This is an optimization exercise on Yosys and OpenROAD, whose aim is small area and a short achievable clock period, not a production implementation. Function was checked by simulation only, so behaviour that the tests miss may differ from the original. Power figures rest on the tool's default switching activity, not on a simulated workload.

==> flow/design.v <==
module multiplier  #(parameter width = 16)
   ( input    signed  [width-1 : 0] multiplicand,
     input    signed  [width-1 : 0] multiplier,   
     output   signed  [2 * width - 1 : 0] product
   ) ;
   assign  product = multiplicand * multiplier ;
endmodule
module  adder  #(parameter width = 32)  
		( input   signed [width-1 : 0] a ,
		  input   signed [width-1 : 0] b , 
		  output  signed [width-1 : 0] sum
		) ;
    assign   sum = a + b ;
endmodule
module accumulator #(parameter width = 32) 
	(input    clk,
     	 input    ena,
         input    reset,
         input	  signed [width - 1 : 0] acc_in,
   	 output   reg signed [width - 1 : 0] acc_out
	) ;
   always @(posedge clk) begin
      if (reset)  acc_out <= 0 ;
      else if (ena) acc_out <= acc_in ;
   end
endmodule
module mac_demo(input clk, input reset, input ena,
                input signed [15:0] k, input signed [15:0] x,
                output signed [31:0] acc_out);
  reg [31:0] rs, rc;
  wire [31:0] ag = rs & rc, ap = rs ^ rc;
  wire pg1 = ag[1] | (ap[1] & ag[0]);
  wire pp_1 = ap[1] & ap[0];
  wire pg2 = ag[3] | (ap[3] & ag[2]);
  wire pp_2 = ap[3] & ap[2];
  wire pg3 = ag[5] | (ap[5] & ag[4]);
  wire pp_3 = ap[5] & ap[4];
  wire pg4 = ag[7] | (ap[7] & ag[6]);
  wire pp_4 = ap[7] & ap[6];
  wire pg5 = ag[9] | (ap[9] & ag[8]);
  wire pp_5 = ap[9] & ap[8];
  wire pg6 = ag[11] | (ap[11] & ag[10]);
  wire pp_6 = ap[11] & ap[10];
  wire pg7 = ag[13] | (ap[13] & ag[12]);
  wire pp_7 = ap[13] & ap[12];
  wire pg8 = ag[15] | (ap[15] & ag[14]);
  wire pp_8 = ap[15] & ap[14];
  wire pg9 = ag[17] | (ap[17] & ag[16]);
  wire pp_9 = ap[17] & ap[16];
  wire pg10 = ag[19] | (ap[19] & ag[18]);
  wire pp_10 = ap[19] & ap[18];
  wire pg11 = ag[21] | (ap[21] & ag[20]);
  wire pp_11 = ap[21] & ap[20];
  wire pg12 = ag[23] | (ap[23] & ag[22]);
  wire pp_12 = ap[23] & ap[22];
  wire pg13 = ag[25] | (ap[25] & ag[24]);
  wire pp_13 = ap[25] & ap[24];
  wire pg14 = ag[27] | (ap[27] & ag[26]);
  wire pp_14 = ap[27] & ap[26];
  wire pg15 = ag[29] | (ap[29] & ag[28]);
  wire pp_15 = ap[29] & ap[28];
  wire pg16 = ag[31] | (ap[31] & ag[30]);
  wire pp_16 = ap[31] & ap[30];
  wire pg17 = pg2 | (pp_2 & pg1);
  wire pp_17 = pp_2 & pp_1;
  wire pg18 = pg4 | (pp_4 & pg3);
  wire pp_18 = pp_4 & pp_3;
  wire pg19 = pg6 | (pp_6 & pg5);
  wire pp_19 = pp_6 & pp_5;
  wire pg20 = pg8 | (pp_8 & pg7);
  wire pp_20 = pp_8 & pp_7;
  wire pg21 = pg10 | (pp_10 & pg9);
  wire pp_21 = pp_10 & pp_9;
  wire pg22 = pg12 | (pp_12 & pg11);
  wire pp_22 = pp_12 & pp_11;
  wire pg23 = pg14 | (pp_14 & pg13);
  wire pp_23 = pp_14 & pp_13;
  wire pg24 = pg16 | (pp_16 & pg15);
  wire pp_24 = pp_16 & pp_15;
  wire pg25 = pg18 | (pp_18 & pg17);
  wire pp_25 = pp_18 & pp_17;
  wire pg26 = pg20 | (pp_20 & pg19);
  wire pp_26 = pp_20 & pp_19;
  wire pg27 = pg22 | (pp_22 & pg21);
  wire pp_27 = pp_22 & pp_21;
  wire pg28 = pg24 | (pp_24 & pg23);
  wire pp_28 = pp_24 & pp_23;
  wire pg29 = pg26 | (pp_26 & pg25);
  wire pp_29 = pp_26 & pp_25;
  wire pg30 = pg28 | (pp_28 & pg27);
  wire pp_30 = pp_28 & pp_27;
  wire pg31 = pg30 | (pp_30 & pg29);
  wire pp_31 = pp_30 & pp_29;
  wire pg32 = pg27 | (pp_27 & pg29);
  wire pp_32 = pp_27 & pp_29;
  wire pg33 = pg19 | (pp_19 & pg25);
  wire pp_33 = pp_19 & pp_25;
  wire pg34 = pg21 | (pp_21 & pg29);
  wire pp_34 = pp_21 & pp_29;
  wire pg35 = pg23 | (pp_23 & pg32);
  wire pp_35 = pp_23 & pp_32;
  wire pg36 = pg3 | (pp_3 & pg17);
  wire pp_36 = pp_3 & pp_17;
  wire pg37 = pg5 | (pp_5 & pg25);
  wire pp_37 = pp_5 & pp_25;
  wire pg38 = pg7 | (pp_7 & pg33);
  wire pp_38 = pp_7 & pp_33;
  wire pg39 = pg9 | (pp_9 & pg29);
  wire pp_39 = pp_9 & pp_29;
  wire pg40 = pg11 | (pp_11 & pg34);
  wire pp_40 = pp_11 & pp_34;
  wire pg41 = pg13 | (pp_13 & pg32);
  wire pp_41 = pp_13 & pp_32;
  wire pg42 = pg15 | (pp_15 & pg35);
  wire pp_42 = pp_15 & pp_35;
  wire pg43 = ag[2] | (ap[2] & pg1);
  wire pp_43 = ap[2] & pp_1;
  wire pg44 = ag[4] | (ap[4] & pg17);
  wire pp_44 = ap[4] & pp_17;
  wire pg45 = ag[6] | (ap[6] & pg36);
  wire pp_45 = ap[6] & pp_36;
  wire pg46 = ag[8] | (ap[8] & pg25);
  wire pp_46 = ap[8] & pp_25;
  wire pg47 = ag[10] | (ap[10] & pg37);
  wire pp_47 = ap[10] & pp_37;
  wire pg48 = ag[12] | (ap[12] & pg33);
  wire pp_48 = ap[12] & pp_33;
  wire pg49 = ag[14] | (ap[14] & pg38);
  wire pp_49 = ap[14] & pp_38;
  wire pg50 = ag[16] | (ap[16] & pg29);
  wire pp_50 = ap[16] & pp_29;
  wire pg51 = ag[18] | (ap[18] & pg39);
  wire pp_51 = ap[18] & pp_39;
  wire pg52 = ag[20] | (ap[20] & pg34);
  wire pp_52 = ap[20] & pp_34;
  wire pg53 = ag[22] | (ap[22] & pg40);
  wire pp_53 = ap[22] & pp_40;
  wire pg54 = ag[24] | (ap[24] & pg32);
  wire pp_54 = ap[24] & pp_32;
  wire pg55 = ag[26] | (ap[26] & pg41);
  wire pp_55 = ap[26] & pp_41;
  wire pg56 = ag[28] | (ap[28] & pg35);
  wire pp_56 = ap[28] & pp_35;
  wire pg57 = ag[30] | (ap[30] & pg42);
  wire pp_57 = ap[30] & pp_42;
  assign acc_out = ap ^ {pg57, pg42, pg56, pg35, pg55, pg41, pg54, pg32, pg53, pg40, pg52, pg34, pg51, pg39, pg50, pg29, pg49, pg38, pg48, pg33, pg47, pg37, pg46, pg25, pg45, pg36, pg44, pg17, pg43, pg1, ag[0], 1'b0};
  wire en = ena & ~reset;
  wire [31:0] fb = acc_out & {32{~reset}};
  wire [16:0] xe = {x, 1'b0};
  wire [16:0] ke = {k[15], k};
  wire [17:0] ke2 = {ke, 1'b0};
  wire [7:0] ng;
  wire b0_one = (xe[1] ^ xe[0]) & en;
  wire b0_two = ((xe[2] & ~xe[1] & ~xe[0]) | (~xe[2] & xe[1] & xe[0])) & en;
  assign ng[0] = xe[2] & en;
  wire [16:0] pp0 = (({17{b0_one}} & ke) | ({17{b0_two}} & ke2[16:0])) ^ {17{ng[0]}};
  wire b1_one = (xe[3] ^ xe[2]) & en;
  wire b1_two = ((xe[4] & ~xe[3] & ~xe[2]) | (~xe[4] & xe[3] & xe[2])) & en;
  assign ng[1] = xe[4] & en;
  wire [16:0] pp1 = (({17{b1_one}} & ke) | ({17{b1_two}} & ke2[16:0])) ^ {17{ng[1]}};
  wire b2_one = (xe[5] ^ xe[4]) & en;
  wire b2_two = ((xe[6] & ~xe[5] & ~xe[4]) | (~xe[6] & xe[5] & xe[4])) & en;
  assign ng[2] = xe[6] & en;
  wire [16:0] pp2 = (({17{b2_one}} & ke) | ({17{b2_two}} & ke2[16:0])) ^ {17{ng[2]}};
  wire b3_one = (xe[7] ^ xe[6]) & en;
  wire b3_two = ((xe[8] & ~xe[7] & ~xe[6]) | (~xe[8] & xe[7] & xe[6])) & en;
  assign ng[3] = xe[8] & en;
  wire [16:0] pp3 = (({17{b3_one}} & ke) | ({17{b3_two}} & ke2[16:0])) ^ {17{ng[3]}};
  wire b4_one = (xe[9] ^ xe[8]) & en;
  wire b4_two = ((xe[10] & ~xe[9] & ~xe[8]) | (~xe[10] & xe[9] & xe[8])) & en;
  assign ng[4] = xe[10] & en;
  wire [16:0] pp4 = (({17{b4_one}} & ke) | ({17{b4_two}} & ke2[16:0])) ^ {17{ng[4]}};
  wire b5_one = (xe[11] ^ xe[10]) & en;
  wire b5_two = ((xe[12] & ~xe[11] & ~xe[10]) | (~xe[12] & xe[11] & xe[10])) & en;
  assign ng[5] = xe[12] & en;
  wire [16:0] pp5 = (({17{b5_one}} & ke) | ({17{b5_two}} & ke2[16:0])) ^ {17{ng[5]}};
  wire b6_one = (xe[13] ^ xe[12]) & en;
  wire b6_two = ((xe[14] & ~xe[13] & ~xe[12]) | (~xe[14] & xe[13] & xe[12])) & en;
  assign ng[6] = xe[14] & en;
  wire [16:0] pp6 = (({17{b6_one}} & ke) | ({17{b6_two}} & ke2[16:0])) ^ {17{ng[6]}};
  wire b7_one = (xe[15] ^ xe[14]) & en;
  wire b7_two = ((xe[16] & ~xe[15] & ~xe[14]) | (~xe[16] & xe[15] & xe[14])) & en;
  assign ng[7] = xe[16] & en;
  wire [16:0] pp7 = (({17{b7_one}} & ke) | ({17{b7_two}} & ke2[16:0])) ^ {17{ng[7]}};
  wire fs0, fc0;
  fa u_fa0 (.a(ng[0]), .b(fb[0]), .c(pp0[0]), .s(fs0), .co(fc0));
  wire fs1, fc1;
  fa u_fa1 (.a(fb[1]), .b(pp0[1]), .c(fc0), .s(fs1), .co(fc1));
  wire fs2, fc2;
  fa u_fa2 (.a(ng[1]), .b(fb[2]), .c(pp0[2]), .s(fs2), .co(fc2));
  wire fs3, fc3;
  fa u_fa3 (.a(pp1[0]), .b(fs2), .c(fc1), .s(fs3), .co(fc3));
  wire fs4, fc4;
  fa u_fa4 (.a(fb[3]), .b(pp0[3]), .c(pp1[1]), .s(fs4), .co(fc4));
  wire fs5, fc5;
  fa u_fa5 (.a(fc2), .b(fs4), .c(fc3), .s(fs5), .co(fc5));
  wire fs6, fc6;
  fa u_fa6 (.a(ng[2]), .b(fb[4]), .c(pp0[4]), .s(fs6), .co(fc6));
  wire fs7, fc7;
  fa u_fa7 (.a(pp1[2]), .b(pp2[0]), .c(fc4), .s(fs7), .co(fc7));
  wire hs0, hc0;
  ha u_ha0 (.a(fs6), .b(fs7), .s(hs0), .co(hc0));
  wire fs8, fc8;
  fa u_fa8 (.a(fb[5]), .b(pp0[5]), .c(pp1[3]), .s(fs8), .co(fc8));
  wire fs9, fc9;
  fa u_fa9 (.a(pp2[1]), .b(fc6), .c(fs8), .s(fs9), .co(fc9));
  wire fs10, fc10;
  fa u_fa10 (.a(fc7), .b(fs9), .c(hc0), .s(fs10), .co(fc10));
  wire fs11, fc11;
  fa u_fa11 (.a(ng[3]), .b(fb[6]), .c(pp0[6]), .s(fs11), .co(fc11));
  wire fs12, fc12;
  fa u_fa12 (.a(pp1[4]), .b(pp2[2]), .c(pp3[0]), .s(fs12), .co(fc12));
  wire fs13, fc13;
  fa u_fa13 (.a(fc8), .b(fs11), .c(fs12), .s(fs13), .co(fc13));
  wire fs14, fc14;
  fa u_fa14 (.a(fc9), .b(fs13), .c(fc10), .s(fs14), .co(fc14));
  wire fs15, fc15;
  fa u_fa15 (.a(fb[7]), .b(pp0[7]), .c(pp1[5]), .s(fs15), .co(fc15));
  wire fs16, fc16;
  fa u_fa16 (.a(pp2[3]), .b(pp3[1]), .c(fc11), .s(fs16), .co(fc16));
  wire fs17, fc17;
  fa u_fa17 (.a(fc12), .b(fs15), .c(fs16), .s(fs17), .co(fc17));
  wire hs1, hc1;
  ha u_ha1 (.a(fc13), .b(fs17), .s(hs1), .co(hc1));
  wire fs18, fc18;
  fa u_fa18 (.a(ng[4]), .b(fb[8]), .c(pp0[8]), .s(fs18), .co(fc18));
  wire fs19, fc19;
  fa u_fa19 (.a(pp1[6]), .b(pp2[4]), .c(pp3[2]), .s(fs19), .co(fc19));
  wire fs20, fc20;
  fa u_fa20 (.a(pp4[0]), .b(fc15), .c(fs18), .s(fs20), .co(fc20));
  wire fs21, fc21;
  fa u_fa21 (.a(fs19), .b(fc16), .c(fs20), .s(fs21), .co(fc21));
  wire fs22, fc22;
  fa u_fa22 (.a(fc17), .b(fs21), .c(hc1), .s(fs22), .co(fc22));
  wire fs23, fc23;
  fa u_fa23 (.a(fb[9]), .b(pp0[9]), .c(pp1[7]), .s(fs23), .co(fc23));
  wire fs24, fc24;
  fa u_fa24 (.a(pp2[5]), .b(pp3[3]), .c(pp4[1]), .s(fs24), .co(fc24));
  wire fs25, fc25;
  fa u_fa25 (.a(fc18), .b(fc19), .c(fs23), .s(fs25), .co(fc25));
  wire fs26, fc26;
  fa u_fa26 (.a(fs24), .b(fc20), .c(fs25), .s(fs26), .co(fc26));
  wire hs2, hc2;
  ha u_ha2 (.a(fc21), .b(fs26), .s(hs2), .co(hc2));
  wire fs27, fc27;
  fa u_fa27 (.a(ng[5]), .b(fb[10]), .c(pp0[10]), .s(fs27), .co(fc27));
  wire fs28, fc28;
  fa u_fa28 (.a(pp1[8]), .b(pp2[6]), .c(pp3[4]), .s(fs28), .co(fc28));
  wire fs29, fc29;
  fa u_fa29 (.a(pp4[2]), .b(pp5[0]), .c(fc23), .s(fs29), .co(fc29));
  wire fs30, fc30;
  fa u_fa30 (.a(fc24), .b(fs27), .c(fs28), .s(fs30), .co(fc30));
  wire fs31, fc31;
  fa u_fa31 (.a(fs29), .b(fc25), .c(fs30), .s(fs31), .co(fc31));
  wire hs3, hc3;
  ha u_ha3 (.a(fc26), .b(fs31), .s(hs3), .co(hc3));
  wire fs32, fc32;
  fa u_fa32 (.a(fb[11]), .b(pp0[11]), .c(pp1[9]), .s(fs32), .co(fc32));
  wire fs33, fc33;
  fa u_fa33 (.a(pp2[7]), .b(pp3[5]), .c(pp4[3]), .s(fs33), .co(fc33));
  wire fs34, fc34;
  fa u_fa34 (.a(pp5[1]), .b(fc27), .c(fc28), .s(fs34), .co(fc34));
  wire fs35, fc35;
  fa u_fa35 (.a(fs32), .b(fs33), .c(fc29), .s(fs35), .co(fc35));
  wire fs36, fc36;
  fa u_fa36 (.a(fc30), .b(fs34), .c(fs35), .s(fs36), .co(fc36));
  wire hs4, hc4;
  ha u_ha4 (.a(fc31), .b(hc3), .s(hs4), .co(hc4));
  wire fs37, fc37;
  fa u_fa37 (.a(ng[6]), .b(fb[12]), .c(pp0[12]), .s(fs37), .co(fc37));
  wire fs38, fc38;
  fa u_fa38 (.a(pp1[10]), .b(pp2[8]), .c(pp3[6]), .s(fs38), .co(fc38));
  wire fs39, fc39;
  fa u_fa39 (.a(pp4[4]), .b(pp5[2]), .c(pp6[0]), .s(fs39), .co(fc39));
  wire fs40, fc40;
  fa u_fa40 (.a(fc32), .b(fc33), .c(fs37), .s(fs40), .co(fc40));
  wire fs41, fc41;
  fa u_fa41 (.a(fs38), .b(fs39), .c(fc34), .s(fs41), .co(fc41));
  wire fs42, fc42;
  fa u_fa42 (.a(fs40), .b(fc35), .c(fs41), .s(fs42), .co(fc42));
  wire hs5, hc5;
  ha u_ha5 (.a(fc36), .b(fs42), .s(hs5), .co(hc5));
  wire fs43, fc43;
  fa u_fa43 (.a(fb[13]), .b(pp0[13]), .c(pp1[11]), .s(fs43), .co(fc43));
  wire fs44, fc44;
  fa u_fa44 (.a(pp2[9]), .b(pp3[7]), .c(pp4[5]), .s(fs44), .co(fc44));
  wire fs45, fc45;
  fa u_fa45 (.a(pp5[3]), .b(pp6[1]), .c(fc37), .s(fs45), .co(fc45));
  wire fs46, fc46;
  fa u_fa46 (.a(fc38), .b(fc39), .c(fs43), .s(fs46), .co(fc46));
  wire fs47, fc47;
  fa u_fa47 (.a(fs44), .b(fc40), .c(fs45), .s(fs47), .co(fc47));
  wire fs48, fc48;
  fa u_fa48 (.a(fs46), .b(fc41), .c(fs47), .s(fs48), .co(fc48));
  wire hs6, hc6;
  ha u_ha6 (.a(fc42), .b(fs48), .s(hs6), .co(hc6));
  wire fs49, fc49;
  fa u_fa49 (.a(ng[7]), .b(fb[14]), .c(pp0[14]), .s(fs49), .co(fc49));
  wire fs50, fc50;
  fa u_fa50 (.a(pp1[12]), .b(pp2[10]), .c(pp3[8]), .s(fs50), .co(fc50));
  wire fs51, fc51;
  fa u_fa51 (.a(pp4[6]), .b(pp5[4]), .c(pp6[2]), .s(fs51), .co(fc51));
  wire fs52, fc52;
  fa u_fa52 (.a(pp7[0]), .b(fc43), .c(fc44), .s(fs52), .co(fc52));
  wire fs53, fc53;
  fa u_fa53 (.a(fs49), .b(fs50), .c(fs51), .s(fs53), .co(fc53));
  wire fs54, fc54;
  fa u_fa54 (.a(fc45), .b(fc46), .c(fs52), .s(fs54), .co(fc54));
  wire fs55, fc55;
  fa u_fa55 (.a(fs53), .b(fc47), .c(fs54), .s(fs55), .co(fc55));
  wire hs7, hc7;
  ha u_ha7 (.a(fc48), .b(fs55), .s(hs7), .co(hc7));
  wire fs56, fc56;
  fa u_fa56 (.a(fb[15]), .b(pp0[15]), .c(pp1[13]), .s(fs56), .co(fc56));
  wire fs57, fc57;
  fa u_fa57 (.a(pp2[11]), .b(pp3[9]), .c(pp4[7]), .s(fs57), .co(fc57));
  wire fs58, fc58;
  fa u_fa58 (.a(pp5[5]), .b(pp6[3]), .c(pp7[1]), .s(fs58), .co(fc58));
  wire fs59, fc59;
  fa u_fa59 (.a(fc49), .b(fc50), .c(fc51), .s(fs59), .co(fc59));
  wire fs60, fc60;
  fa u_fa60 (.a(fs56), .b(fs57), .c(fs58), .s(fs60), .co(fc60));
  wire fs61, fc61;
  fa u_fa61 (.a(fc52), .b(fc53), .c(fs59), .s(fs61), .co(fc61));
  wire fs62, fc62;
  fa u_fa62 (.a(fs60), .b(fc54), .c(fs61), .s(fs62), .co(fc62));
  wire hs8, hc8;
  ha u_ha8 (.a(fc55), .b(fs62), .s(hs8), .co(hc8));
  wire fs63, fc63;
  assign fs63 = ~(fb[16] ^ ~pp0[16]);
  assign fc63 = fb[16] | ~pp0[16];
  wire fs64, fc64;
  fa u_fa64 (.a(pp1[14]), .b(pp2[12]), .c(pp3[10]), .s(fs64), .co(fc64));
  wire fs65, fc65;
  fa u_fa65 (.a(pp4[8]), .b(pp5[6]), .c(pp6[4]), .s(fs65), .co(fc65));
  wire fs66, fc66;
  fa u_fa66 (.a(pp7[2]), .b(fc56), .c(fc57), .s(fs66), .co(fc66));
  wire fs67, fc67;
  fa u_fa67 (.a(fc58), .b(fs63), .c(fs64), .s(fs67), .co(fc67));
  wire fs68, fc68;
  fa u_fa68 (.a(fs65), .b(fc59), .c(fs66), .s(fs68), .co(fc68));
  wire fs69, fc69;
  fa u_fa69 (.a(fc60), .b(fs67), .c(fc61), .s(fs69), .co(fc69));
  wire fs70, fc70;
  fa u_fa70 (.a(fs68), .b(fs69), .c(fc62), .s(fs70), .co(fc70));
  wire fs71, fc71;
  assign fs71 = ~(fb[17] ^ pp1[15]);
  assign fc71 = fb[17] | pp1[15];
  wire fs72, fc72;
  fa u_fa72 (.a(pp2[13]), .b(pp3[11]), .c(pp4[9]), .s(fs72), .co(fc72));
  wire fs73, fc73;
  fa u_fa73 (.a(pp5[7]), .b(pp6[5]), .c(pp7[3]), .s(fs73), .co(fc73));
  wire fs74, fc74;
  fa u_fa74 (.a(fc63), .b(fc64), .c(fc65), .s(fs74), .co(fc74));
  wire fs75, fc75;
  fa u_fa75 (.a(fs71), .b(fs72), .c(fs73), .s(fs75), .co(fc75));
  wire fs76, fc76;
  fa u_fa76 (.a(fc66), .b(fc67), .c(fs74), .s(fs76), .co(fc76));
  wire fs77, fc77;
  fa u_fa77 (.a(fs75), .b(fc68), .c(fs76), .s(fs77), .co(fc77));
  wire hs9, hc9;
  ha u_ha9 (.a(fc69), .b(fs77), .s(hs9), .co(hc9));
  wire fs78, fc78;
  fa u_fa78 (.a(fb[18]), .b(~pp1[16]), .c(pp2[14]), .s(fs78), .co(fc78));
  wire fs79, fc79;
  fa u_fa79 (.a(pp3[12]), .b(pp4[10]), .c(pp5[8]), .s(fs79), .co(fc79));
  wire fs80, fc80;
  fa u_fa80 (.a(pp6[6]), .b(pp7[4]), .c(fc71), .s(fs80), .co(fc80));
  wire fs81, fc81;
  fa u_fa81 (.a(fc72), .b(fc73), .c(fs78), .s(fs81), .co(fc81));
  wire fs82, fc82;
  fa u_fa82 (.a(fs79), .b(fc74), .c(fs80), .s(fs82), .co(fc82));
  wire fs83, fc83;
  fa u_fa83 (.a(fc75), .b(fs81), .c(fc76), .s(fs83), .co(fc83));
  wire fs84, fc84;
  fa u_fa84 (.a(fs82), .b(fc77), .c(fs83), .s(fs84), .co(fc84));
  wire fs85, fc85;
  assign fs85 = ~(fb[19] ^ pp2[15]);
  assign fc85 = fb[19] | pp2[15];
  wire fs86, fc86;
  fa u_fa86 (.a(pp3[13]), .b(pp4[11]), .c(pp5[9]), .s(fs86), .co(fc86));
  wire fs87, fc87;
  fa u_fa87 (.a(pp6[7]), .b(pp7[5]), .c(fc78), .s(fs87), .co(fc87));
  wire fs88, fc88;
  fa u_fa88 (.a(fc79), .b(fs85), .c(fs86), .s(fs88), .co(fc88));
  wire fs89, fc89;
  fa u_fa89 (.a(fc80), .b(fs87), .c(fc81), .s(fs89), .co(fc89));
  wire fs90, fc90;
  fa u_fa90 (.a(fs88), .b(fc82), .c(fs89), .s(fs90), .co(fc90));
  wire hs10, hc10;
  ha u_ha10 (.a(fc83), .b(fs90), .s(hs10), .co(hc10));
  wire fs91, fc91;
  fa u_fa91 (.a(fb[20]), .b(~pp2[16]), .c(pp3[14]), .s(fs91), .co(fc91));
  wire fs92, fc92;
  fa u_fa92 (.a(pp4[12]), .b(pp5[10]), .c(pp6[8]), .s(fs92), .co(fc92));
  wire fs93, fc93;
  fa u_fa93 (.a(pp7[6]), .b(fc85), .c(fc86), .s(fs93), .co(fc93));
  wire fs94, fc94;
  fa u_fa94 (.a(fs91), .b(fs92), .c(fc87), .s(fs94), .co(fc94));
  wire fs95, fc95;
  fa u_fa95 (.a(fc88), .b(fs93), .c(fs94), .s(fs95), .co(fc95));
  wire fs96, fc96;
  fa u_fa96 (.a(fc89), .b(fs95), .c(fc90), .s(fs96), .co(fc96));
  wire fs97, fc97;
  assign fs97 = ~(fb[21] ^ pp3[15]);
  assign fc97 = fb[21] | pp3[15];
  wire fs98, fc98;
  fa u_fa98 (.a(pp4[13]), .b(pp5[11]), .c(pp6[9]), .s(fs98), .co(fc98));
  wire fs99, fc99;
  fa u_fa99 (.a(pp7[7]), .b(fc91), .c(fc92), .s(fs99), .co(fc99));
  wire fs100, fc100;
  fa u_fa100 (.a(fs97), .b(fs98), .c(fc93), .s(fs100), .co(fc100));
  wire fs101, fc101;
  fa u_fa101 (.a(fs99), .b(fc94), .c(fs100), .s(fs101), .co(fc101));
  wire hs11, hc11;
  ha u_ha11 (.a(fc95), .b(fs101), .s(hs11), .co(hc11));
  wire fs102, fc102;
  fa u_fa102 (.a(fb[22]), .b(~pp3[16]), .c(pp4[14]), .s(fs102), .co(fc102));
  wire fs103, fc103;
  fa u_fa103 (.a(pp5[12]), .b(pp6[10]), .c(pp7[8]), .s(fs103), .co(fc103));
  wire fs104, fc104;
  fa u_fa104 (.a(fc97), .b(fc98), .c(fs102), .s(fs104), .co(fc104));
  wire fs105, fc105;
  fa u_fa105 (.a(fs103), .b(fc99), .c(fs104), .s(fs105), .co(fc105));
  wire fs106, fc106;
  fa u_fa106 (.a(fc100), .b(fs105), .c(fc101), .s(fs106), .co(fc106));
  wire fs107, fc107;
  assign fs107 = ~(fb[23] ^ pp4[15]);
  assign fc107 = fb[23] | pp4[15];
  wire fs108, fc108;
  fa u_fa108 (.a(pp5[13]), .b(pp6[11]), .c(pp7[9]), .s(fs108), .co(fc108));
  wire fs109, fc109;
  fa u_fa109 (.a(fc102), .b(fc103), .c(fs107), .s(fs109), .co(fc109));
  wire fs110, fc110;
  fa u_fa110 (.a(fs108), .b(fc104), .c(fs109), .s(fs110), .co(fc110));
  wire hs12, hc12;
  ha u_ha12 (.a(fc105), .b(fs110), .s(hs12), .co(hc12));
  wire fs111, fc111;
  fa u_fa111 (.a(fb[24]), .b(~pp4[16]), .c(pp5[14]), .s(fs111), .co(fc111));
  wire fs112, fc112;
  fa u_fa112 (.a(pp6[12]), .b(pp7[10]), .c(fc107), .s(fs112), .co(fc112));
  wire fs113, fc113;
  fa u_fa113 (.a(fc108), .b(fs111), .c(fc109), .s(fs113), .co(fc113));
  wire fs114, fc114;
  fa u_fa114 (.a(fs112), .b(fc110), .c(fs113), .s(fs114), .co(fc114));
  wire fs115, fc115;
  assign fs115 = ~(fb[25] ^ pp5[15]);
  assign fc115 = fb[25] | pp5[15];
  wire fs116, fc116;
  fa u_fa116 (.a(pp6[13]), .b(pp7[11]), .c(fc111), .s(fs116), .co(fc116));
  wire fs117, fc117;
  fa u_fa117 (.a(fs115), .b(fc112), .c(fs116), .s(fs117), .co(fc117));
  wire hs13, hc13;
  ha u_ha13 (.a(fc113), .b(fs117), .s(hs13), .co(hc13));
  wire fs118, fc118;
  fa u_fa118 (.a(fb[26]), .b(~pp5[16]), .c(pp6[14]), .s(fs118), .co(fc118));
  wire fs119, fc119;
  fa u_fa119 (.a(pp7[12]), .b(fc115), .c(fs118), .s(fs119), .co(fc119));
  wire fs120, fc120;
  fa u_fa120 (.a(fc116), .b(fs119), .c(fc117), .s(fs120), .co(fc120));
  wire fs121, fc121;
  assign fs121 = ~(fb[27] ^ pp6[15]);
  assign fc121 = fb[27] | pp6[15];
  wire fs122, fc122;
  fa u_fa122 (.a(pp7[13]), .b(fc118), .c(fs121), .s(fs122), .co(fc122));
  wire hs14, hc14;
  ha u_ha14 (.a(fc119), .b(fs122), .s(hs14), .co(hc14));
  wire fs123, fc123;
  fa u_fa123 (.a(fb[28]), .b(~pp6[16]), .c(pp7[14]), .s(fs123), .co(fc123));
  wire fs124, fc124;
  fa u_fa124 (.a(fc121), .b(fs123), .c(fc122), .s(fs124), .co(fc124));
  wire fs125, fc125;
  assign fs125 = ~(fb[29] ^ pp7[15]);
  assign fc125 = fb[29] | pp7[15];
  wire hs15, hc15;
  ha u_ha15 (.a(fc123), .b(fs125), .s(hs15), .co(hc15));
  wire fs126, fc126;
  fa u_fa126 (.a(fb[30]), .b(~pp7[16]), .c(fc125), .s(fs126), .co(fc126));
  wire fs127, fc127;
  assign fs127 = ~(fb[31] ^ fc126);
  assign fc127 = fb[31] | fc126;
  wire [31:0] ns = {fs127, hc15, hs15, hc14, hs14, hc13, hs13, hc12, hs12, hc11, hs11, hc10, hs10, hc9, hs9, hc8, hc7, hc6, hc5, hc4, fs36, hc2, hs2, fs22, hs1, fs14, fs10, hs0, fs5, fs3, fs1, fs0};
  wire [31:0] nc = {1'b0, fs126, fc124, fs124, fc120, fs120, fc114, fs114, fc106, fs106, fc96, fs96, fc84, fs84, fc70, fs70, hs8, hs7, hs6, hs5, hs4, hs3, fc22, 1'b0, fc14, 1'b0, 1'b0, fc5, 1'b0, 1'b0, 1'b0, 1'b0};
  always @(posedge clk) begin
    rs <= ns;
    rc <= nc;
  end
endmodule
module fa(input a, input b, input c, output s, output co);
  assign s = a ^ b ^ c;
  assign co = (a & b) | (a & c) | (b & c);
endmodule
module ha(input a, input b, output s, output co);
  assign s = a ^ b;
  assign co = a & b;
endmodule
==> flow/run.sh <==
#!/bin/bash
# synth_recipe.tcl (not shown) runs the flow's synth.tcl, then flattens the netlist and writes it again
# the make line also repeats each setting of config.mk as NAME=value (left out here)
make -C /OpenROAD-flow-scripts/flow DESIGN_CONFIG=/design/flow/config.mk WORK_HOME=/design/flow/orfs CLKGATE_MAP_FILE= SYNTH_SCRIPT=/design/flow/synth_recipe.tcl finish
==> flow/config.mk <==
export PLATFORM = sky130hd
export DESIGN_NAME = mac_demo
export DESIGN_NICKNAME = mac_demo
export VERILOG_FILES = /design/flow/design.v
export SDC_FILE = /design/flow/constraint.sdc
export NUM_CORES = 4
export LEC_CHECK = 0
export ABC_AREA = 1
export CAP_MARGIN = 20
export CORE_MARGIN = 2
export CORE_UTILIZATION = 40
export SETUP_SLACK_MARGIN = 2.0
export SLEW_MARGIN = 20
export SYNTH_HIERARCHICAL = 1
export SYNTH_MINIMUM_KEEP_SIZE = 0
==> flow/constraint.sdc <==
create_clock -name core_clock -period 7.0 [get_ports {clk}]
set_input_delay 1.4000 -clock core_clock [delete_from_list [all_inputs] [get_ports {clk}]]
set_output_delay 1.4000 -clock core_clock [all_outputs]
set_load 0.01 [all_outputs]
==> impl.org, run 1 <==
** Floorplan
- The die covers 0.02168 sq mm.
- The die is 147.2 um wide.
- The initial utilization of the core area, before any placement, comes to 0.4069.
- The core region is 0.02017 sq mm.
- The initialized floorplan defines 52 standard-cell rows.
- Chip height :: 147.2 um
- Boundary pin count :: 67

** Worst setup path
- Along the worst path, the maximum fanout reaches 15.
- The number of cells on the worst reg-to-reg path is 14.
- Reg2reg end :: rc[20]$_DFF_P_
- Reg2Reg Launch Point :: rs[4]$_DFF_P_
- By startpoint and endpoint, the worst setup path is classified as in2reg.
- STA classifies the critical path startpoint as an input pin.
- Crit path arrival time :: 5100 ps
- For flop-to-flop paths, the worst setup slack is 2680 ps.
- Critical Path RT :: 7180 ps
- STA classifies the critical path endpoint as a flip-flop.

** STA
- Actual transition at the worst max-transition pin :: 668.0 ps
- Tmin final :: 4919 ps
- Final-layout setup total negative slack :: 0 ps
- Worst-case clock skew :: 9.325 ps
- Pins Over Slew Limit :: 0
- Setup violations remaining at the end of the flow were counted as 0.
- Setup slack closes at 2081 ps.
- Dividing the final minimum period by the clock period gives 0.7028.
- In this run the tightest slew margin relative to its limit is 0.5542.
- Upper clock frequency limit :: 203.3 MHz
- Fin. Hold Viols :: 0
- Setup repair after global routing missed its margin :: true

** Cells and area
- Relative to the synthesized area, the layout overhead comes to 23.57%.
- Counting the fill cells in the layout gives 1860.
- Net count of the finished layout :: 1181
- Of the cells placed in the final design, the portion with a size suffix greater than 1 is 0.2019.
- The sequential cells in the finished layout cover a total of 0.001121 sq mm.
- # diodes :: 0
- The multi-input combinational cells in the finished layout cover a total of 0.006576 sq mm.

** Synth
- Async S/R FF share, synth :: 0
- Synthesis instantiated 36 different standard cells from the library.
- Sequential share of the synthesized area :: 0.1366
- After technology mapping, the gate count stands at 850.
- Synthesis produced a netlist with a net count of 1065.
- Portion of synthesized cell area occupied by the leading cell type :: 0.3171
- The synthesized design contains 56 register bits.
- Dominant cell type by area after synthesis :: fa_1
- Total number of yosys warnings :: 7
- The mapped netlist covers 0.008208 sq mm.
- Area contributors post-synth :: fa_1 (32%), dfxtp_1 (14%), xor2_1 (13%)
- Counting flops with a built-in enable in the synthesized netlist gives 0.
- Main synth FF type :: dfxtp_1
- Average instance area after synthesis :: 9.656 sq um

** Detailed routing
- The detailed router finished its first iteration with 411 violations.
- For this run, design rule violations remaining after detail routing come to 0.
- Summing over every cut layer, the via total after detailed routing is 6572.
- Routed len/inst :: 17.60 um
- Before antenna repair, the detailed router went through 5 iterations.
- The final layout contains routed wiring with a total length of 21760 um.
- In this run the remaining antenna-violating nets after routing total 0.
- Using the TritonRoute via totals, the vias-per-cell ratio works out to 5.317.

** Min path
- The worst hold path terminates at rs[31]$_DFF_P_.
- Worst min-delay path startpoint :: rs[31]$_DFF_P_
- The tightest min-delay check is of the reg2reg type.
- Along the worst hold path, the cell count comes to 3.

** GRT
- For this run the aggregate overflow at the end of global routing stands at 0.
- The number of global-route vias before repair is 6248.
- The first global-routing pass estimated 33330 um of wire.
- Entering global routing, the biggest net connects 28 pins.
- Aggregate global-route resource usage :: 0.1963
- The initial antenna violation count came to 0.

** Power
- Power spread over the standard cell area amounts to 362.6 mW/mm^2.
- The worst-case IR drop observed on VDD is 0.3208 mV.
- The analysis attributes to cell leakage a power of 0.004931 uW.

** Run
- Max cap viols :: 0

** Clocking
- TritonCTS buffer count :: 5
- The H-tree was split into 2 levels.
- For the worst-skew pair, the clock arrives at the later sink with an insertion delay of 310 ps.
- Clock-pin slew reported for the worst setup and hold paths after clock tree synthesis :: 70 ps
- Maximum root-to-sink buffer count :: 2
- CTS Sinks :: 56
- CTS hold repair buffers :: 0
- CTS root buffer :: clkbuf_16
- TritonCTS built the clock tree.

** Outcome
- The run finished with no timing, DRC or antenna violations.

** Place
- Detailed placement finished with a half-perimeter wire length of 15610 um.
- At the placement stage, the worst setup path has a slack of 1310 ps.
- The count of buffers added on input and output ports is 66.
- The congestion estimate from routability-driven global placement came to 0.8869.
[timing repair]
item / CTS / global route
endpoints found under the hold margin: 0 / 0
endpoints found under the setup margin: 23 / 13
gates cloned: 1 / 2
pin swaps: 11 / 20
buffers inserted: 30 / 60
gates resized for setup: 20 / 42
[final cells by class]
class,count,area share
flip-flops and latches,56,0.1105
clock inverters,1,0.0004935
multi-input cells,637,0.6484
well taps,270,0.03331
clock buffers,6,0.01271
repair buffers,159,0.1500
inverters,107,0.04454
[routing by layer]
layer | up-vias | GRT usage | part of all wire
met3 | 49 | 0.02857 | 0.068
li1 | 3019 | - | -
met2 | 285 | 0.3285 | 0.49
met1 | 3219 | 0.2673 | 0.42
met4 | 0 | 0.05288 | 0.028
met5 | - | 0 | 0
[Yosys stat by module (local to each module, per instance)]
| module | cells | cell area, sq um |
|---|---|---|
| fa | 1 | 20.02 |
| ha | 1 | 12.51 |
| mac_demo | 715 | 5625 |
[worst max path at each step]
stage                      from             end  depth (start not counted)
after global routing       x[5]  rc[16]$_DFF_P_                         11
after CTS                 reset  rc[16]$_DFF_P_                         12
final                       ena  rc[16]$_DFF_P_                         13
after floorplan           reset  rc[16]$_DFF_P_                         13
after detailed placement  reset  rc[18]$_DFF_P_                         12
after global placement    reset  rc[16]$_DFF_P_                         12
[registers in the layout (all words and copies together) (netlist names)]
signal / flops
rs: 32
rc: 24
[critical path, cell delays in order]
cell and delay, ps:
dlygate4sd2_1 390, nand2_8 120, clkbuf_4 200, nor2_4 150, inv_4 100, a21oi_1 150
a21oi_1 70, a31oi_2 250, fa_1 460, fa_1 460, fa_1 420, fa_1 510
fa_1 410
[metrics by stage]
step | util | instance area, sq um | hold WS (ps) | total power [uW] | std cells
3_5_place_dp | 0.4394 | 8862 | 609.9 | 3440 | 1136
6_report | 0.5029 | 10140 | 613.5 | 3678 | 1236
3_3_place_gp | 0.4394 | 8862 | 604.3 | 3377 | 1136
5_1_grt | 0.5029 | 10140 | 675.4 | 4193 | 1236
2_1_floorplan | - | 8208 | 587.9 | 2427 | 850
4_1_cts | 0.4666 | 9412 | 627.7 | 3738 | 1174
[cell families (layout without fill, tap and decap cells)]
| group | Yosys count | in the layout | share of synthesized area |
|---|---|---|---|
| XOR/XNOR | 129 | 129 | 0.1377 |
| multiplexers | 1 | 1 | 0.001220 |
| AND/OR/NAND/NOR | 144 | 147 | 0.08918 |
| AO/OA/AOI/OAI | 180 | 180 | 0.1470 |
| flip-flops | 56 | 56 | 0.1366 |
| adder cells (fa/ha/maj) | 180 | 180 | 0.3933 |
| buffers and inverters | 160 | 273 | 0.09512 |
[cells in the mapped netlist, types with 9 or more instances]
cell / number
a21oi_1: 52
a31oi_1: 17
buf_1: 15
buf_2: 9
buf_6: 15
dfxtp_1: 56
fa_1: 130
ha_1: 50
inv_1: 104
nand2_1: 72
nor2_1: 34
o22ai_1: 85
o22ai_2: 20
or2_2: 11
xor2_1: 122
[cell usage in the layout, fill, tap and decap left out, types with 2 or more instances in the layout]
cell,Yosys,layout
a21oi_1,52,46
a21oi_2,0,5
a21oi_4,2,3
a31oi_1,17,16
buf_12,1,12
buf_4,8,78
clkbuf_16,0,5
clkdlybuf4s50_1,0,64
clkinvlp_4,0,8
dfxtp_1,56,56
fa_1,130,130
ha_1,50,50
inv_1,104,96
nand2_1,72,66
nand2_2,0,2
nand2_4,2,6
nand2_8,1,3
nand3_1,6,5
nand3_2,5,2
nand3_4,2,7
nor2_1,34,33
nor2_4,8,9
o21ai_0,2,2
o22ai_1,85,72
o22ai_2,20,33
or2_2,11,11
xnor2_1,7,7
xor2_1,122,120
xor2_2,0,2
[power breakdown]
part           internal (uW)  total [uW]  switching [uW]
sequential               520         580            60.0
combinational           1370        2850            1470
clock                    131         251             121
==> run 2, diff against run 1 <==
--- a/flow/config.mk
+++ b/flow/config.mk
@@ -10,5 +10,5 @@
 export CORE_MARGIN = 2
 export CORE_UTILIZATION = 40
-export SETUP_SLACK_MARGIN = 2.0
+export SETUP_SLACK_MARGIN = 1.5
 export SLEW_MARGIN = 20
 export SYNTH_HIERARCHICAL = 1
==> impl.org, run 2 <==
** Synth
- In the post-synthesis netlist, the biggest area contributors are fa_1 (32%), dfxtp_1 (14%), xor2_1 (13%).
- Cell with the most instances after synthesis :: fa_1
- Dominant cell type by area after synthesis :: fa_1
- The number of flops mapped to enable cells by yosys came to 0 (unchanged).
- The number of library cell types mapped by synthesis came to 36 (unchanged).
- The async set or reset register ratio after synthesis was 0 (unchanged).
- The synthesized area per cell was 9.656 sq um (unchanged).
- The sequential fraction of the synthesis area came to 0.1366 (unchanged).
- Total number of yosys warnings :: 7 (unchanged)
- The synthesized netlist cell count came to 850 (unchanged).
- The total nets after synthesis is 1065 (unchanged).
- Portion of synthesized cell area occupied by the leading cell type :: 0.3171 (unchanged)
- The area of the mapped netlist was 0.008208 sq mm (unchanged).
- Synthesis-stage register bit count :: 56 (unchanged)
- For this run, the leading register cell type out of synthesis is dfxtp_1.
- Top cells by instance count after synthesis :: fa_1 (130), xor2_1 (122), inv_1 (104)

** GRT
- Aggregate global-route resource usage :: 0.1898 (-0.006501)
- In this run the most used layer during global routing was met2.
- Global-route wire length before repair :: 32200 um (-3.4%)
- The maximum number of pins on one net before global-route repair was 28 (unchanged).
- GR Layer Usage met2 :: 0.3175 (-0.01098)
- Total grt overflow :: 0 (unchanged)
- Met1 track demand over resource :: 0.2600 (-0.007321)
- The number of global-route vias before repair is 6022 (-3.6%).
- The initial antenna violation count was 0 (unchanged).
- Global-route track usage on met3 :: 0.02609 (-0.002484)

** Power
- The power share of the sequential group came to 0.161 (+0.003).
- Power density normalized to cell area :: 399.7 mW/mm^2 (+10%)
- The leakage power figure is 0.004405 uW (-11%).
- The net switching power is 1630 uW (-1.4%).
- Sw Share :: 0.4513 (+0.001810)
- Share of power burned in the clock network :: 0.070 (+0.002)
- Pwr Total :: 3612 uW (-1.8%)
- Pint :: 1982 uW (-2.1%)
- Power share of the combinational group :: 0.770 (-0.004)
- Maximum resistive drop on vdd :: 0.3207 mV (about the same)

** Min path
- The worst hold path belongs to the class reg2reg.
- The startpoint identified for the worst hold timing path is rs[31]$_DFF_P_.

** Worst setup path
- Launching element type of the critical path :: input pin
- Reg2Reg Launch Point :: rs[4]$_DFF_P_
- Capturing element type of the critical path :: flip-flop
- Critical setup path kind :: in2reg
- Critical path startpoint :: reset
- Critical Path RT :: 7180 ps (about the same)
- The arrival time at the worst endpoint was 5540 ps (+440 ps).
- The highest net fanout along the worst path is 17 (+2).

** Cells and area
- Number of flip-flops in the largest register :: 32 (unchanged)
- The number of filler instances in the final layout was 1976 (+6.2%).
- Finished layout cell area :: 0.009036 sq mm (-11%)
- The fraction of layout cells with a size suffix above 1 was 0.07789 (-0.1240).
- Registers with the most flip-flops :: rs: 32 flops, rc: 24 flops
- More flip-flops sit in one register than any other, and that register is rs.
- In the layout the commonest cells are fa_1 (130), xor2_1 (122), inv_1 (104).
- The diode insertion count for antenna repair is 0 (unchanged).
- The count of placed standard cells in the final layout, fillers left out came to 1143 (-7.5%).
- Leading cell type in the layout, fill and taps excluded :: fa_1
- Net count of the finished layout :: 1088 (-7.9%)
- Area grow syn2layout :: 10.09%
- Area of the multi-input gates :: 0.006349 sq mm (-3.5%)
- Sequential standard cell area :: 0.001121 sq mm (unchanged)

** Place
- The last weighted congestion value of the routability-driven placer came to 0.8869 (unchanged).
- Standard cell area after detailed placement :: 0.008862 sq mm (unchanged)
- The cell count after placement is 1136 (unchanged).
- Pre-CTS setup slack :: 1310 ps (unchanged)
- The count of buffers from port buffering is 66 (unchanged).
- Post-DP HPWL :: 15610 um (unchanged)

** Detailed routing
- Final ANT Viol Nets :: 0 (unchanged)
- DRT Wirelength :: 19900 um (-8.6%)
- Via density per instance :: 5.267 (-0.95%)
- Remaining routing DRC violations :: 0 (unchanged)
- Number of design-rule violations left by the first detailed-router iteration :: 371 (-9.7%)
- The first-pass iteration count of the detailed router was 5 (unchanged).
- The overall via count from detail_route came to 6020 (-8.4%).
- Routed len/inst :: 17.41 um (-1.1%)

** Floorplan
- The total die area was 0.02168 sq mm (unchanged).
- The standard-cell row count is 52 (unchanged).
- The area of the core came to 0.02017 sq mm (unchanged).
- Boundary pin count :: 67 (unchanged)
- Chip height :: 147.2 um (unchanged)
- The starting utilization of the core area is 0.4069 (unchanged).
- The x dimension of the die came to 147.2 um (unchanged).

** Outcome
- The run finished with no timing, DRC or antenna violations.

** Clocking
- TritonCTS buffer count :: 5 (unchanged)
- Clock H-tree levels :: 2 (unchanged)
- CTS Sinks :: 56 (unchanged)
- CTS root buffer :: clkbuf_16
- The number of buffers inserted for hold repair after clock tree synthesis came to 0 (unchanged).
- Clock-pin slew reported for the worst setup and hold paths after clock tree synthesis :: 70 ps (about the same)
- TritonCTS built the clock tree.
- Worst-skew pair later-pin latency :: 310 ps (about the same)
- Maximum root-to-sink buffer count :: 2 (unchanged)

** STA
- The setup skew after layout is 9.562 ps (+0.2369 ps).
- Setup-violating endpoint count in the final report :: 0 (unchanged)
- Min setup slack post-route :: 1636 ps (-445.1 ps)
- Worst slew margin relative to its limit :: 0.5497 (-0.004534)
- The final critical delay including setup and external delays is 5364 ps (+445.1 ps).
- Setup repair after global routing missed its margin :: false
- Pins Over Slew Limit :: 0 (unchanged)
- The summed negative setup slack over all endpoints came to 0 ps (unchanged).
- The hold violation count in the final report was 0 (unchanged).
- Upper clock frequency limit :: 186.4 MHz (-8.3%)
- The transition time at the pin with the least slew margin is 673.9 ps (+5.937 ps).
- Final worst-path cycle share :: 0.7663 (+0.06358)

** Run
- Max cap viols :: 0 (unchanged)
[run 2: cell count changes in the layout (fill, tap and decap cells not counted), moves of 4 or more]
cell,before,now
o22ai_2,33,20
clkinvlp_4,8,0
a21oi_1,46,52
inv_1,96,104
a21oi_2,5,0
o22ai_1,72,85
buf_12,12,0
nand2_4,6,2
buf_4,78,3
[run 2: path summary, 6_finish.rpt]
check                                       to  slack, ps  cells past startpoint
worst max-delay path            rc[18]$_DFF_P_       1640                     12
worst min register to register  rs[31]$_DFF_P_        620                      3
worst min-delay path            rs[31]$_DFF_P_        620                      3
worst max register to register  rc[20]$_DFF_P_       2580                     14
[run 2: cell families (layout without fill, tap and decap cells)]
group | count (synthesis) | after routing | synth area share
AO/OA/AOI/OAI | 180 | 180 | 0.1470
XOR/XNOR | 129 | 129 | 0.1377
adder cells (fa/ha/maj) | 180 | 180 | 0.3933
buffers and inverters | 160 | 183 | 0.09512
flip-flops | 56 | 56 | 0.1366
multiplexers | 1 | 1 | 0.001220
AND/OR/NAND/NOR | 144 | 144 | 0.08918
[run 2: power by group through the flow]
| stage | Sequential (uW) | Combinational [uW] | Clock, uW |
|---|---|---|---|
| 3_3_place_gp | 586 | 2790 | 0 |
| 4_1_cts | 581 | 2870 | 262 |
| 3_5_place_dp | 586 | 2850 | 0 |
| 2_1_floorplan | 572 | 1860 | 0 |
| 5_1_grt | 595 | 3260 | 272 |
| 6_report | 580 | 2780 | 251 |
[run 2: Yosys stat by module, one instance, submodules excluded]
module	cells	area, sq um	flops+latches
fa	1	20.02	0
mac_demo	715	5625	56
ha	1	12.51	0
[run 2: worst max-delay path, cell delays in order]
cell	delay, ps
clkdlybuf4s50_1	530
clkinv_4	180
nand2_8	250
a21oi_1	70
nand2_1	440
o22ai_1	170
xor2_1	190
fa_1	430
fa_1	550
fa_1	430
fa_1	410
fa_1	470
[run 2: repair_timing]
action                                  in CTS  in global routing
resized for setup                            0                  8
setup buffers                                0                  0
endpoints found under the setup margin       0                  5
[run 2: stage by stage]
| step | hold slack (ps) | util |
|---|---|---|
| global route | 675.4 | 0.4480 |
| CTS | 627.7 | 0.4460 |
| detailed placement | 609.9 | 0.4394 |
| finish | 616.3 | 0.4480 |
| floorplan | 587.9 | - |
| global placement | 604.3 | 0.4394 |
[run 2: cell type report]
| cell class | instances | area share |
|---|---|---|
| tap | 270 | 0.03739 |
| clock buffer | 6 | 0.01426 |
| sequential | 56 | 0.1241 |
| timing repair buffer | 69 | 0.07560 |
| inverter | 107 | 0.04556 |
| clock inverter | 1 | 0.0005539 |
| multi-input combinational | 634 | 0.7026 |
[run 2: metal layers]
metal  vias to the layer above  routed length [um]
li1                       2830                   -
met1                      2978                8888
met2                       188                9600
met3                        24                1012
met4                         0                 394
met5                         -                   0
==> run 3, diff against run 2 <==
--- a/flow/config.mk
+++ b/flow/config.mk
@@ -9,6 +9,6 @@
 export CAP_MARGIN = 20
 export CORE_MARGIN = 2
-export CORE_UTILIZATION = 40
-export SETUP_SLACK_MARGIN = 1.5
+export CORE_UTILIZATION = 60
+export SETUP_SLACK_MARGIN = 2.0
 export SLEW_MARGIN = 20
 export SYNTH_HIERARCHICAL = 1
==> impl.org, run 3 <==
** Outcome
- Run status :: timing/DRC/antenna clean

** Clocking
- Maximum root-to-sink buffer count :: 2 (unchanged)
- The number of buffers inserted for hold repair after clock tree synthesis came to 0 (unchanged).
- The level count of the clock H-tree came to 2 (unchanged).
- The clock latency on the worst-skew pair came to 310 ps (about the same).
- CTS tree :: yes
- The number of buffers created by CTS is 5 (unchanged).
- The clock sink count came to 56 (unchanged).
- Clock-pin slew reported for the worst setup and hold paths after clock tree synthesis :: 70 ps (about the same)
- CTS root buffer :: clkbuf_16

** Min path
- Worst min-delay path startpoint :: rs[31]$_DFF_P_
- The cell depth of the worst min-delay path came to 3 (unchanged).
- Worst min-delay path endpoint :: rs[31]$_DFF_P_
- The tightest min-delay check is of the reg2reg type.

** Synth
- Post-Synthesis Cell Area :: 0.008208 sq mm (unchanged)
- For this run, the leading register cell type out of synthesis is dfxtp_1.
- Async S/R FF share, synth :: 0 (unchanged)
- Total number of yosys warnings :: 7 (unchanged)
- Ranked by total cell area, the synthesized netlist is headed by fa_1 (32%), dfxtp_1 (14%), xor2_1 (13%).
- Dominant cell type by area after synthesis :: fa_1
- Synth Instances :: 850 (unchanged)
- The sequential fraction of the synthesis area was 0.1366 (unchanged).
- Portion of synthesized cell area occupied by the leading cell type :: 0.3171 (unchanged)
- The total nets after synthesis is 1065 (unchanged).
- Cell with the most instances after synthesis :: fa_1
- Counting instances in the post-synthesis netlist gives the leading cell types as fa_1 (130), xor2_1 (122), inv_1 (104).
- The number of library cell types mapped by synthesis was 36 (unchanged).
- The synthesized area per cell came to 9.656 sq um (unchanged).
- The number of synthesized register bits is 56 (unchanged).
- Number of enable flip-flop cells after synthesis :: 0 (unchanged)

** Worst setup path
- The critical path is of the in2reg type.
- Slack of the worst reg-to-reg path :: 2510 ps (-70 ps)
- The critical path data required time came to 7190 ps (about the same).
- In this run the critical register-to-register path is captured at rc[22]$_DFF_P_.
- Crit path arrival time :: 5150 ps (-390 ps)
- Reg2Reg Launch Point :: rs[4]$_DFF_P_
- The worst setup path is launched from an input pin.
- Capturing element type of the critical path :: flip-flop
- CP max FO :: 10 (-7)
- Worst Reg-to-Reg Cells :: 15 (+1)

** Power
- Maximum resistive drop on vdd :: 0.3747 mV (+17%)
- The power density of the placed cells came to 379.0 mW/mm^2 (-5.2%).
- The total design power is 3809 uW (+5.5%).
- The leakage power figure came to 0.004938 uW (+12%).

** Detailed routing
- Number of design-rule violations left by the first detailed-router iteration :: 536 (+44%)
- Number of search-and-repair iterations in the first detailed-routing pass :: 8 (+3)
- The remaining antenna violation count after routing was 0 (unchanged).
- The routed wirelength normalized by instance count was 19.89 um (+14%).
- DRT Wirelength :: 22710 um (+14%)
- Via density per instance :: 5.886 (+12%)
- The number of remaining DRC errors was 0 (unchanged).
- Via count :: 6722 (+12%)

** Run
- Max cap viols :: 0 (unchanged)

** Cells and area
- Number of standard cells in the layout, taps in and fillers out :: 1142 (-0.087%)
- Registers with the most flip-flops :: rs: 32 flops, rc: 24 flops
- The register with the most flip-flops in the final layout is rs.
- Leading cell type in the layout, fill and taps excluded :: fa_1
- Area grow syn2layout :: 22.45%
- The number of nets at the end of the flow came to 1180 (+8.5%).
- The flip-flop count of the largest register after layout is 32 (unchanged).
- Finished layout cell area :: 0.01005 sq mm (+11%)
- Most used cells in the layout excluding fill and tap cells :: fa_1 (125), xor2_1 (118), inv_1 (95)
- # diodes :: 0 (unchanged)
- The fraction of layout cells with a size suffix above 1 came to 0.2091 (+0.1312).

** STA
- Setup repair after global routing could not meet its margin everywhere.
- The transition time at the pin with the least slew margin came to 715.9 ps (+41.94 ps).
- Tmin final :: 4959 ps (-405.3 ps)
- The setup skew after layout is 3.493 ps (-6.069 ps).
- Final worst-path cycle share :: 0.7084 (-0.05790)
- Worst slew margin relative to its limit :: 0.5216 (-0.02802)
- Pins Over Slew Limit :: 0 (unchanged)
- The hold violation count in the final report is 0 (unchanged).
- The final number of setup-violating endpoints was 0 (unchanged).
- Final-layout setup total negative slack :: 0 ps (unchanged)
- Upper clock frequency limit :: 201.7 MHz (+8.2%)

** Floorplan
- The total die area was 0.01463 sq mm (-33%).
- The area of the core was 0.01330 sq mm (-34%).
- The standard-cell row count is 42 (-19%).
- Horizontal extent of the die :: 121.0 um (-18%)
- The starting utilization of the core area came to 0.6174 (+0.2104).
- The number of I/O pins was 67 (unchanged).
- The overall die height was 121.0 um (-18%).

** GRT
- Via count of the first global-routing pass :: 6843 (+14%)
- Aggregate global-route resource usage :: 0.3206 (+0.1308)
- Pin count of the biggest net entering global routing :: 26 (-7.1%)
- The initial antenna violation count was 0 (unchanged).
- Total grt overflow :: 0 (unchanged)
- Global-route wire length before repair :: 35690 um (+11%)

** Place
- Final GP Congestion :: 0.9275 (+4.6%)
- The post-placement cell area came to 0.008745 sq mm (-1.3%).
- Placed Cells :: 1042 (-8.3%)
- Input/output buffers :: 66 (unchanged)
- Post-DP HPWL :: 16100 um (+3.1%)
run 3: worst max-delay path, cell delays in order:
cell and delay (ps):
clkdlybuf4s50_1 470, or2_2 340, nand2_1 120, nand2_4 130, buf_4 170, o22ai_1 180, xor2_1 130, fa_1 450
fa_1 470, fa_1 460, fa_1 390, fa_1 430
run 3: worst max path at each step:
stage / from / end / slack (ps) / cells past startpoint
after floorplan: reset / rc[16]$_DFF_P_ / 2220 / 13
after global placement: reset / rc[16]$_DFF_P_ / 1250 / 12
after detailed placement: reset / rc[16]$_DFF_P_ / 1150 / 12
after CTS: x[1] / rc[16]$_DFF_P_ / 2010 / 12
after global routing: x[7] / rc[16]$_DFF_P_ / 1950 / 11
final: x[5] / rc[20]$_DFF_P_ / 2040 / 12
run 3: final cells by class:
| type | count | area, sq um |
|---|---|---|
| inverters | 107 | 450.4 |
| well taps | 176 | 220.2 |
| flip-flops and latches | 56 | 1121 |
| multi-input cells | 635 | 6571 |
| clock buffers | 7 | 152.6 |
| repair buffers | 160 | 1505 |
| fillers | 987 | 3244 |
| clock inverters | 1 | 30.03 |
run 3: per-layer routing:
layer | share of wire | up-vias | global-route usage
met5 | 0 | - | 0
met3 | 0.088 | 46 | 0.06062
met4 | 0.018 | 0 | 0.07485
li1 | - | 3009 | -
met1 | 0.42 | 3298 | 0.4486
met2 | 0.47 | 369 | 0.5179
run 3: power breakdown:
part	internal, uW	switching (uW)	leakage (uW)
combinational	1400	1510	0.00438
sequential	520	66.4	0.000469
clock	189	125	0.0000901
run 3: logic make-up (layout without fill, tap and decap cells):
logic type,after synthesis,in the layout,share of synthesized area
fa+ha+maj,180,180,0.3933
compound gates,180,180,0.1470
buf+inv,160,275,0.09512
simple gates,144,145,0.08918
xor+xnor,129,129,0.1377
flops,56,56,0.1366
mux,1,1,0.001220
run 3: metrics by stage:
step           hold slack (ps)  setup slack [ps]  utilization
5_1_grt                  634.6              1947       0.7560
2_1_floorplan            587.9              2221            -
4_1_cts                  590.2              2007       0.7217
3_3_place_gp             574.3              1254       0.6577
3_5_place_dp             566.5              1151       0.6577
6_report                 583.0              2041       0.7560
run 3: timing repair:
item | CTS | global route
endpoints found under the setup margin | 24 | 14
buffers inserted | 56 | 35
resized for setup | 28 | 40
pin swaps | 16 | 14
cloned | 1 | 0
run 3: Yosys stat by module (local to each module, per instance):
module,cells inside,flops+latches,copies in the design,cell area (sq um)
mac_demo,715,56,1,5625
fa,1,0,119,20.02
ha,1,0,16,12.51
==> run 4, diff against run 3 <==
==> flow/flow/run.sh (new file) <==
#!/bin/bash
# The standard layout (the standard.sh, unchanged synthesis), except that
# the port buffers are plain buffers and the clock-delay buffer cells are not
# used anywhere. The make output goes to standard.log; ORFS keeps each step's
# log under orfs/logs/.
set -uo pipefail
export BUFFER_PORTS_ARGS="-buffer_cell sky130_fd_sc_hd__buf_2"
export DONT_USE_CELLS="sky130_fd_sc_hd__clkdlybuf4s15_1 sky130_fd_sc_hd__clkdlybuf4s15_2 sky130_fd_sc_hd__clkdlybuf4s18_1 sky130_fd_sc_hd__clkdlybuf4s18_2 sky130_fd_sc_hd__clkdlybuf4s25_1 sky130_fd_sc_hd__clkdlybuf4s25_2 sky130_fd_sc_hd__clkdlybuf4s50_1 sky130_fd_sc_hd__clkdlybuf4s50_2"
bash standard.sh > standard.log 2>&1
==> flow/standard.sh (new file) <==
#!/bin/bash
# synth_recipe.tcl (not shown) runs the flow's synth.tcl, then flattens the netlist and writes it again
# the make line also repeats each setting of config.mk as NAME=value (left out here)
make -C /OpenROAD-flow-scripts/flow DESIGN_CONFIG=/design/flow/config.mk WORK_HOME=/design/flow/orfs CLKGATE_MAP_FILE= SYNTH_SCRIPT=/design/flow/synth_recipe.tcl "${@:-finish}"
--- a/flow/config.mk
+++ b/flow/config.mk
@@ -9,5 +9,5 @@
 export CAP_MARGIN = 20
 export CORE_MARGIN = 2
-export CORE_UTILIZATION = 60
+export CORE_UTILIZATION = 40
 export SETUP_SLACK_MARGIN = 2.0
 export SLEW_MARGIN = 20
removed: flow/run.sh
==> impl.org, run 4 <==
** Outcome
- The run finished with no timing, DRC or antenna violations.

** Clocking
- CTS placed an instance of clkbuf_16 at the clock tree root.
- CTS tree :: yes
- The clock edge transition at the registers on the reported setup and hold paths is 70 ps (about the same).
- The number of buffers inserted for hold repair after clock tree synthesis came to 0 (unchanged).
- TritonCTS buffer count :: 5 (unchanged)
- The level count of the clock H-tree was 2 (unchanged).
- The maximum clock insertion buffer count came to 2 (unchanged).
- The clock latency on the worst-skew pair was 310 ps (about the same).
- CTS Sinks :: 56 (unchanged)

** STA
- Fin. Hold Viols :: 0 (unchanged)
- Final worst-path cycle share :: 0.6933 (-0.01512)
- The worst slew margin relative to its limit was 0.5274 (+0.005768).
- Final-layout setup total negative slack :: 0 ps (unchanged)
- Actual transition at the worst max-transition pin :: 707.2 ps (-8.631 ps)
- Worst-case clock skew :: 9.125 ps (+5.632 ps)
- The fmax came to 206.0 MHz (+2.2%).
- Min setup slack post-route :: 2147 ps (+105.8 ps)
- The number of max-slew violations in the final report is 0 (unchanged).
- The worst hold slack was 604.6 ps (+21.59 ps).
- Setup-violating endpoint count in the final report :: 0 (unchanged)
- Setup repair after global routing could not meet its margin everywhere.
- The final critical delay including setup and external delays was 4853 ps (-105.8 ps).

** Synth
- The area of the mapped netlist is 0.008208 sq mm (unchanged).
- The synthesized design spends more area on one cell type than any other, namely fa_1.
- By instance count, the leading cell after synthesis is fa_1.
- Synthesis-stage register bit count :: 56 (unchanged)
- Average instance area after synthesis :: 9.656 sq um (unchanged)
- Total number of yosys warnings :: 7 (unchanged)
- The synthesized netlist cell count came to 850 (unchanged).
- The number of flops mapped to enable cells by yosys came to 0 (unchanged).
- Area contributors post-synth :: fa_1 (32%), dfxtp_1 (14%), xor2_1 (13%)
- The most used flip-flop cell after synthesis is dfxtp_1.
- Cell variety after synth :: 36 (unchanged)
- The sequential fraction of the synthesis area is 0.1366 (unchanged).
- Portion of synthesized cell area occupied by the leading cell type :: 0.3171 (unchanged)
- After synthesis, the most frequently instantiated cells are fa_1 (130), xor2_1 (122), inv_1 (104).
- Async S/R FF share, synth :: 0 (unchanged)
- Synthesized netlist net count :: 1065 (unchanged)

** Cells and area
- Number of flip-flops in the largest register :: 32 (unchanged)
- The fraction of layout cells with a size suffix above 1 is 0.1537 (-0.05544).
- The count of placed standard cells in the final layout, fillers left out is 1142 (unchanged).
- Leading cell type in the layout, fill and taps excluded :: fa_1
- Largest register by flop count :: rs
- Fillers :: 2019 (+100%)
- Sequential standard cell area :: 0.001121 sq mm (unchanged)
- Registers with the most flip-flops :: rs: 32 flops, rc: 24 flops
- The diode insertion count for antenna repair was 0 (unchanged).
- In the layout the commonest cells are fa_1 (130), xor2_1 (122), inv_1 (104).
- Area of the multi-input gates :: 0.006359 sq mm (-3.2%)
- Net count of the finished layout :: 1087 (-7.9%)
- Area grow syn2layout :: 6.098%

** Detailed routing
- Via density per instance :: 5.203 (-12%)
- Via count :: 5942 (-12%)
- The count of routing violations after the opening detailed-route iteration was 462 (-14%).
- The final wirelength is 19600 um (-14%).
- Number of search-and-repair iterations in the first detailed-routing pass :: 5 (-3)
- The number of remaining DRC errors is 0 (unchanged).
- The routed wirelength normalized by instance count was 17.16 um (-14%).
- The remaining antenna violation count after routing was 0 (unchanged).

** Worst setup path
- Slowest library cell on the worst path :: fa_1
- The worst register-to-register path ends at rc[20]$_DFF_P_.
- Traced cell by cell, the critical path runs through buf_2 -> clkinv_4 -> nand2_8 -> inv_6 -> nand3_4 -> o22ai_1 -> xor2_1 -> fa_1 -> fa_1 -> fa_1 -> fa_1 -> fa_1.
- Crit path arrival time :: 5040 ps (-110 ps)
- Slack of the worst reg-to-reg path :: 2500 ps (about the same)
- Most common cell on crit path :: fa_1
- Critical Path Max Stage Delay :: 520 ps (+50 ps)
- The worst setup path is launched from an input pin.
- In this run the critical register-to-register path is launched from rs[4]$_DFF_P_.
- STA classifies the critical path endpoint as a flip-flop.
- Endpoint of the worst setup timing path :: rc[16]$_DFF_P_
- Critical setup path kind :: in2reg
- Worst Reg-to-Reg Cells :: 14 (-1)
- The critical path starts at reset.
- The highest net fanout along the worst path came to 17 (+7).
- Critical Path RT :: 7180 ps (about the same)

** GRT
- Pin count of the biggest net entering global routing :: 30 (+15%)
- The initial antenna violation count came to 0 (unchanged).
- The remaining global-route overflow came to 0 (unchanged).
- The global-route wire length before repair was 33240 um (-6.9%).
- The number of global-route vias before repair came to 6270 (-8.4%).
- Aggregate global-route resource usage :: 0.1943 (-0.1263)

** Power
- The leakage power figure came to 0.004406 uW (-11%).
- The worst ir drop on vdd is 0.2477 mV (-34%).
- The power density of the placed cells was 383.7 mW/mm^2 (+1.3%).

** Floorplan
- Chip height :: 147.2 um (+22%)
- Core Footprint :: 0.02017 sq mm (+52%)
- The total die area was 0.02168 sq mm (+48%).
- The x dimension of the die came to 147.2 um (+22%).
- The standard-cell row count came to 52 (+24%).
- Boundary pin count :: 67 (unchanged)
- Starting utilization of the core area :: 0.4069 (-0.2104)

** Place
- The cell count after placement was 1135 (+8.9%).
- The last weighted congestion value of the routability-driven placer is 0.9283 (about the same).
- The HPWL after detailed placement came to 15510 um (-3.6%).
- Pre-CTS setup slack :: 1724 ps (+573.3 ps)
- Input/output buffers :: 66 (unchanged)

** Run
- The count of maximum capacitance violations is 0 (unchanged).

** Min path
- The tightest min-delay check is of the reg2reg type.
==> run 4: cell counts after synthesis <==
Identical to the previous run, type by type.
==> run 4: kinds of logic (layout without fill, tap and decap cells) <==
kind of cell,after synthesis,after routing,share of synthesized area
AO/OA/AOI/OAI,180,180,0.1470
XOR/XNOR,129,129,0.1377
adder cells (fa/ha/maj),180,180,0.3933
buffers and inverters,160,182,0.09512
flip-flops,56,56,0.1366
multiplexers,1,1,0.001220
AND/OR/NAND/NOR,144,144,0.08918
==> run 4: metrics by stage <==
step / utilization / instance area (sq um) / total power, uW
floorplan: - / 8208 / 2427
global placement: 0.4226 / 8524 / 3137
detailed placement: 0.4226 / 8524 / 3187
CTS: 0.4293 / 8658 / 3452
global route: 0.4318 / 8708 / 3888
finish: 0.4318 / 8708 / 3341
==> run 4: area by class of cell <==
cell class                      instances  share of cell area
Clock buffer                            6             0.01480
Sequential cell                        56              0.1287
Timing Repair Buffer                   68             0.03966
Multi-Input combinational cell        634              0.7302
Tap cell                              270             0.03879
Clock inverter                          1           0.0005747
Inverter                              107             0.04727
==> run 4: where the power goes <==
part,leakage [uW],internal (uW),switching (uW)
logic,0.00387,1090,1420
clock network,0.0000667,131,120
registers,0.000469,520,59.7
total,0.00441,1740,1600
==> run 4: worst max-delay path, delay by kind of cell <==
| family | cells | cell delay [ps] |
|---|---|---|
| compound gates | 1 | 290 |
| xor+xnor | 1 | 200 |
| fa+ha+maj | 5 | 2210 |
| buf+inv | 3 | 460 |
| simple gates | 2 | 450 |
==> run 4: how the worst min path moves through the flow <==
stage                                end      startpoint  cells after the start
after floorplan           rs[31]$_DFF_P_  rs[31]$_DFF_P_                      3
after global placement    rs[31]$_DFF_P_  rs[31]$_DFF_P_                      3
after detailed placement  rs[31]$_DFF_P_  rs[31]$_DFF_P_                      3
after CTS                 rs[31]$_DFF_P_  rs[31]$_DFF_P_                      3
after global routing      rs[31]$_DFF_P_  rs[31]$_DFF_P_                      3
final                     rs[31]$_DFF_P_  rs[31]$_DFF_P_                      3
==> run 4: what timing repair did <==
action / in CTS / in global routing
setup buffers: 0 / 0
setup endpoints to repair: 0 / 7
resized for setup: 0 / 10
==> run 4: routing by layer <==
metal  part of all wire  GRT usage
met4              0.024    0.05721
met3              0.045    0.02205
met5                  0          0
met1               0.45     0.2626
met2               0.48     0.3299
==> run 4: modules after synthesis (local to each module, per instance) <==
module / cells / flip-flops and latches
ha: 1 / 0
fa: 1 / 0
mac_demo: 715 / 56

## port drivers added, routing unchanged
The flow's constraints put no driver on any port. The routed layouts listed below were extracted and timed again, unchanged, in two steps. Step 1, drivers: a clkbuf_16 drives clk and a buf_2 each remaining input, both assumed. Step 2 also shifts input and output timing later by t, the mid clock arrival at the registers, as if the neighbouring blocks saw the same clock. Slacks: no drivers / after step 1 / after step 2; pairs: no drivers / after step 1.
run | t, ns | slack for setup (ns)
run 1 | 0.350 | 2.081 / 2.095 / 1.745
run 2 | 0.348 | 1.636 / 1.656 / 1.308
run 3 | 0.347 | 2.041 / 2.054 / 1.706
run 4 | 0.351 | 2.147 / 2.175 / 1.823
After both steps every run listed still meets setup and hold.
